From an optimization exercise on the open Yosys and OpenROAD flow, aimed at small area; shortcuts taken in it are not production practice.
At most, simulation tests tie the RTL to the original design; equivalence was not proved.

## v32
// main
module main(in, op, apply, tail, valid, empty, clk, reset);
Size: roughly 620 cells after synthesis, about 44 flip-flops.
clock: 15.0 ns
lec_check: 0
abc_area: 1
cap_margin: 20
core_margin: 2
core_utilization: 40
slew_margin: 20
standard.sh (not shown) runs the stock make flow with config.mk's settings and CLKGATE_MAP_FILE= SYNTH_SCRIPT=/design/flow/synth_recipe.tcl, a recipe that flattens the netlist after the stock synthesis.
==> flow/flow/run.sh <==
#!/bin/bash
# The standard layout (standard.sh: ORFS from synthesis to the final layout), with these
# changes, all made through ORFS's own variables:
#  - each port gets a sky130_fd_sc_hd__buf_1 as its buffer (buffer_ports -buffer_cell)
#    instead of the default clkdlybuf4s50_1;
#  - clock tree synthesis builds from clkbuf_4/clkbuf_8 and adds no dummy loads.
# Synthesis is the standard one, unchanged. The make output goes to standard.log in the
# work folder; ORFS's per-step logs stay under orfs/logs/.
set -euo pipefail
bash standard.sh synth > synth.log 2>&1
export BUFFER_PORTS_ARGS="-buffer_cell sky130_fd_sc_hd__buf_1"
export CTS_ARGS="-sink_clustering_enable -repair_clock_nets -dont_use_dummy_load -buf_list {sky130_fd_sc_hd__clkbuf_4 sky130_fd_sc_hd__clkbuf_8}"
bash standard.sh finish > standard.log 2>&1
Relative to v32, the following input files were edited for v27:
diff --git a/flow/design.v b/flow/design.v
--- a/flow/design.v
+++ b/flow/design.v
@@ -43,43 +43,43 @@
     wire [1:0] d7_c;
     assign d7_x = b[7];
     assign d7_y = ~a[0:0];
     assign d7_c[1] = d7_x[0] | ~a[0];
     assign quo[7] = d7_c[1] & hz[7];
     assign d7_s[0] = 1'b0;   
     assign d7_r[0] = d7_x[0] ^ (quo[7] & a[0]);
     wire [1:0] d6_x, d6_y, d6_s, d6_r;
     wire [2:0] d6_c;
     assign d6_x = {d7_r, b[6]};
     assign d6_y = ~a[1:0];
     assign d6_c[1] = d6_x[0] | ~a[0];
-    assign d6_s[1] = d6_x[1] ^ d6_y[1] ^ d6_c[1];
-    assign d6_c[2] = (d6_x[1] & d6_y[1]) | (d6_c[1] & (d6_x[1] ^ d6_y[1]));
+    assign d6_c[2] = (d6_x[1] ^ d6_y[1]) ? d6_c[1] : d6_x[1];
+    assign d6_s[1] = 1'b0;   
     assign quo[6] = d6_c[2] & hz[6];
     assign d6_s[0] = 1'b0;   
     assign d6_r[0] = d6_x[0] ^ (quo[6] & a[0]);
-    assign d6_r[1:1] = quo[6] ? d6_s[1:1] : d6_x[1:1];
+    assign d6_r[1:1] = d6_x[1:1] ^ ({1{quo[6]}} & (d6_y[1:1] ^ d6_c[1:1]));
     wire [2:0] d5_x, d5_y, d5_s, d5_r;
     wire [3:0] d5_c;
     assign d5_x = {d6_r, b[5]};
     assign d5_y = ~a[2:0];
     assign d5_c[1] = d5_x[0] | ~a[0];
-    assign d5_s[1] = d5_x[1] ^ d5_y[1] ^ d5_c[1];
-    assign d5_c[2] = (d5_x[1] & d5_y[1]) | (d5_c[1] & (d5_x[1] ^ d5_y[1]));
-    assign d5_s[2] = d5_x[2] ^ d5_y[2] ^ d5_c[2];
-    assign d5_c[3] = (d5_x[2] & d5_y[2]) | (d5_c[2] & (d5_x[2] ^ d5_y[2]));
+    assign d5_c[2] = (d5_x[1] ^ d5_y[1]) ? d5_c[1] : d5_x[1];
+    assign d5_s[1] = 1'b0;   
+    assign d5_c[3] = (d5_x[2] ^ d5_y[2]) ? d5_c[2] : d5_x[2];
+    assign d5_s[2] = 1'b0;   
     assign quo[5] = d5_c[3] & hz[5];
     assign d5_s[0] = 1'b0;   
     assign d5_r[0] = d5_x[0] ^ (quo[5] & a[0]);
-    assign d5_r[2:1] = quo[5] ? d5_s[2:1] : d5_x[2:1];
+    assign d5_r[2:1] = d5_x[2:1] ^ ({2{quo[5]}} & (d5_y[2:1] ^ d5_c[2:1]));
     wire [3:0] d4_x, d4_y, d4_s, d4_r;
     wire [4:0] d4_c;
     assign d4_x = {d5_r, b[4]};
     assign d4_y = ~a[3:0];
     assign d4_c[1] = d4_x[0] | ~a[0];
     assign d4_s[1] = d4_x[1] ^ d4_y[1] ^ d4_c[1];
     assign d4_c[2] = (d4_x[1] & d4_y[1]) | (d4_c[1] & (d4_x[1] ^ d4_y[1]));
     assign d4_s[2] = d4_x[2] ^ d4_y[2] ^ d4_c[2];
     assign d4_c[3] = (d4_x[2] & d4_y[2]) | (d4_c[2] & (d4_x[2] ^ d4_y[2]));
     assign d4_s[3] = d4_x[3] ^ d4_y[3] ^ d4_c[3];
     assign d4_c[4] = (d4_x[3] & d4_y[3]) | (d4_c[3] & (d4_x[3] ^ d4_y[3]));
     assign quo[4] = d4_c[4] & hz[4];
@@ -267,28 +267,25 @@
     assign m0_s[6] = m0_x[6] ^ m0_y[6] ^ m0_c[6];
     assign m0_c[7] = (m0_x[6] & m0_y[6]) | (m0_c[6] & (m0_x[6] ^ m0_y[6]));
     assign m0_s[7] = m0_x[7] ^ m0_y[7] ^ m0_c[7];
     assign m0_c[8] = (m0_x[7] & m0_y[7]) | (m0_c[7] & (m0_x[7] ^ m0_y[7]));
     assign m0_r = m0_s;
     wire [7:0] prod = m0_r;
     wire [7:0] rem = d0_r;
     wire [7:0] as = m0_r;
     wire is_as = is_add | is_sub;
     wire [7:0] res = ({8{is_quo}} & quo) | ({8{is_rem}} & rem) | ({8{is_mul}} & prod) | ({8{is_as}} & as);
     wire push = (op == 3'd0);
     wire pop  = (op == 3'd1);
-    wire good = push ? ~n5 :
-                pop  ? ~n0 :
-                (op == 3'd7) ? 1'b0 :
-                is_div ? (two & (a != 8'd0)) : two;
+    wire good = (push & ~n5) | (pop & ~n0) | (two & (is_add | is_mul | is_sub)) | (two & is_div & (a != 8'd0));
     wire ok = apply & good;
     wire [7:0] nv = push ? in : res;
     always @(posedge clk or posedge reset)
         if (reset) begin
             valid <= 1'b1;
             sz <= 3'd0;
         end else if (apply) begin
             if (!good) valid <= 1'b0;
             else sz <= push ? sz_up : sz_dn;
         end
     wire arith = ~push & ~pop;
     wire p_ok = ok & push, o_ok = ok & pop, r_ok = ok & arith;
### Flow results
Diff v32 -> v27: layout buffering overhead excluding clock cells went up; cell area after placement went down. On sequential cell count, v27 tracks v32 almost exactly. On v27: area of the mapped netlist is 220 um2 lower than what v32 gave. Looking at share of synthesized cell area in and, or, nand and nor gates, v27 sits 7.2 points lower than v32 does. In v27 relative to v32, synthesized net count had gone down by a little under 10%. Summary of the comparison: data arrival at the endpoint of the critical path is lower in v27, relative to v32. Summary of v27 over v32: total number of placement rows -1, wire length reported by the detailed router -1100 um. Across both runs, sequential share of layout area was higher for v27 than for v32. Slew of the pin with the lowest slew margin ended up 0.24 ns lower on v27 than on v32. v27 — utilization 0.22 points higher, v32 as reference.
Function not checked in v32: the RTL went through the layout flow alone.

* * *

== run a ==
Another version of the RTL of main (not shown whole).
For scale: roughly 640 cells after synthesis, about 44 flip-flops, roughly 24 I/O pins.
==> flow/config.mk <==
export PLATFORM = sky130hd
export DESIGN_NAME = main
export DESIGN_NICKNAME = main
export VERILOG_FILES = /design/flow/design.v
export SDC_FILE = /design/flow/constraint.sdc
export NUM_CORES = 4
export LEC_CHECK = 0
export ABC_AREA = 1
export CAP_MARGIN = 20
export CORE_MARGIN = 2
export CORE_UTILIZATION = 40
export SLEW_MARGIN = 20
==> flow/constraint.sdc <==
create_clock -name core_clock -period 15.0 [get_ports {clk}]
set_input_delay 3.0000 -clock core_clock [delete_from_list [all_inputs] [get_ports {clk}]]
set_output_delay 3.0000 -clock core_clock [all_outputs]
set_load 0.01 [all_outputs]
Scripts as last shown in full above: flow/flow/run.sh
Changes in run b relative to run a:
diff --git a/flow/design.v b/flow/design.v
--- a/flow/design.v
+++ b/flow/design.v
@@ -70,32 +70,32 @@
     assign d5_s[2] = 1'b0;   
     assign quo[5] = ~d5_c[3] & hz[5];
     assign d5_s[0] = 1'b0;   
     assign d5_r[0] = d5_x[0] ^ (d5_k & d5_y[0]);
     assign d5_r[2:1] = d5_x[2:1] ^ ({2{d5_k}} & (d5_y[2:1] ^ d5_c[2:1]));
     wire [3:0] d4_x, d4_y, d4_s, d4_r;
     wire [4:0] d4_c;
     assign d4_x = {d5_r, is_div & ~b[4]};
     assign d4_y = a[3:0] & {4{b[4] | is_div}};
     wire d4_k = quo[4] | ~is_div;   
     assign d4_c[1] = d4_x[0] & d4_y[0];
-    assign d4_c[2] = (d4_x[1] ^ d4_y[1]) ? d4_c[1] : d4_x[1];
-    assign d4_s[1] = 1'b0;   
-    assign d4_c[3] = (d4_x[2] ^ d4_y[2]) ? d4_c[2] : d4_x[2];
-    assign d4_s[2] = 1'b0;   
-    assign d4_c[4] = (d4_x[3] ^ d4_y[3]) ? d4_c[3] : d4_x[3];
-    assign d4_s[3] = 1'b0;   
+    assign d4_s[1] = d4_x[1] ^ d4_y[1] ^ d4_c[1];
+    assign d4_c[2] = (d4_x[1] & d4_y[1]) | (d4_c[1] & (d4_x[1] ^ d4_y[1]));
+    assign d4_s[2] = d4_x[2] ^ d4_y[2] ^ d4_c[2];
+    assign d4_c[3] = (d4_x[2] & d4_y[2]) | (d4_c[2] & (d4_x[2] ^ d4_y[2]));
+    assign d4_s[3] = d4_x[3] ^ d4_y[3] ^ d4_c[3];
+    assign d4_c[4] = (d4_x[3] & d4_y[3]) | (d4_c[3] & (d4_x[3] ^ d4_y[3]));
     assign quo[4] = ~d4_c[4] & hz[4];
     assign d4_s[0] = 1'b0;   
     assign d4_r[0] = d4_x[0] ^ (d4_k & d4_y[0]);
-    assign d4_r[3:1] = d4_x[3:1] ^ ({3{d4_k}} & (d4_y[3:1] ^ d4_c[3:1]));
+    assign d4_r[3:1] = d4_k ? d4_s[3:1] : d4_x[3:1];
     wire [4:0] d3_x, d3_y, d3_s, d3_r;
     wire [5:0] d3_c;
     assign d3_x = {d4_r, is_div & ~b[3]};
     assign d3_y = a[4:0] & {5{b[3] | is_div}};
     wire d3_k = quo[3] | ~is_div;   
     assign d3_c[1] = d3_x[0] & d3_y[0];
     assign d3_s[1] = d3_x[1] ^ d3_y[1] ^ d3_c[1];
     assign d3_c[2] = (d3_x[1] & d3_y[1]) | (d3_c[1] & (d3_x[1] ^ d3_y[1]));
     assign d3_s[2] = d3_x[2] ^ d3_y[2] ^ d3_c[2];
     assign d3_c[3] = (d3_x[2] & d3_y[2]) | (d3_c[2] & (d3_x[2] ^ d3_y[2]));
     assign d3_s[3] = d3_x[3] ^ d3_y[3] ^ d3_c[3];
Findings:
Re number of optimization iterations in the first detailed-route pass: run a and run b aren't equal, and the higher value belongs to run a. Diff run a -> run b: highest attainable clock frequency decreased 0.0022 GHz; total wirelength of the detailed-routed design decreased 2.6%. | final area | lower: run a |. Compared run b vs run a, and wire length of the first global-routing pass is down in run b. Compared with run a, detail-routed via count per cell in run b decreased by a few percent. Comparing run a with run b, the placed cell area came out essentially unchanged. Changes observed in run b relative to run a: sink count of the clock tree roughly the same; cell count higher.
No functional check of the RTL was part of any run of this note.

## afterwards: timing with drivers on the ports
The results above use ideal ports. As a check the final layouts listed here were re-extracted and re-timed, cells and wires unchanged.
Step 1 assumes that a clkbuf_16 drives the clock port and a buf_2 every other input.
Step 2 also shifts input and output timing later by t, the mid clock arrival at the registers, as if the neighbouring blocks saw the same clock.
a / b / c = no drivers / after step 1 / after step 2; a / b = the first two.
run | t (ns) | setup WS [ns] | clock arrival spread, ns | worst data-port slew with drivers (ns)
v32 | 0.330 | 0.783 / 0.783 / 0.783 | 0.020 / 0.020 | 0.03
v27 | 0.318 | 1.344 / 1.344 / 1.344 | 0.018 / 0.018 | 0.03
run a | 0.325 | 1.099 / 1.102 / 0.777 | 0.019 / 0.019 | 0.04
run b | 0.314 | 0.663 / 0.670 / 0.356 | 0.020 / 0.019 | 0.03
After both steps setup and hold are still met in every run listed. The setup slack of run a, which loses most, moves by +0.003 ns with the drivers and by -0.322 ns with both steps.
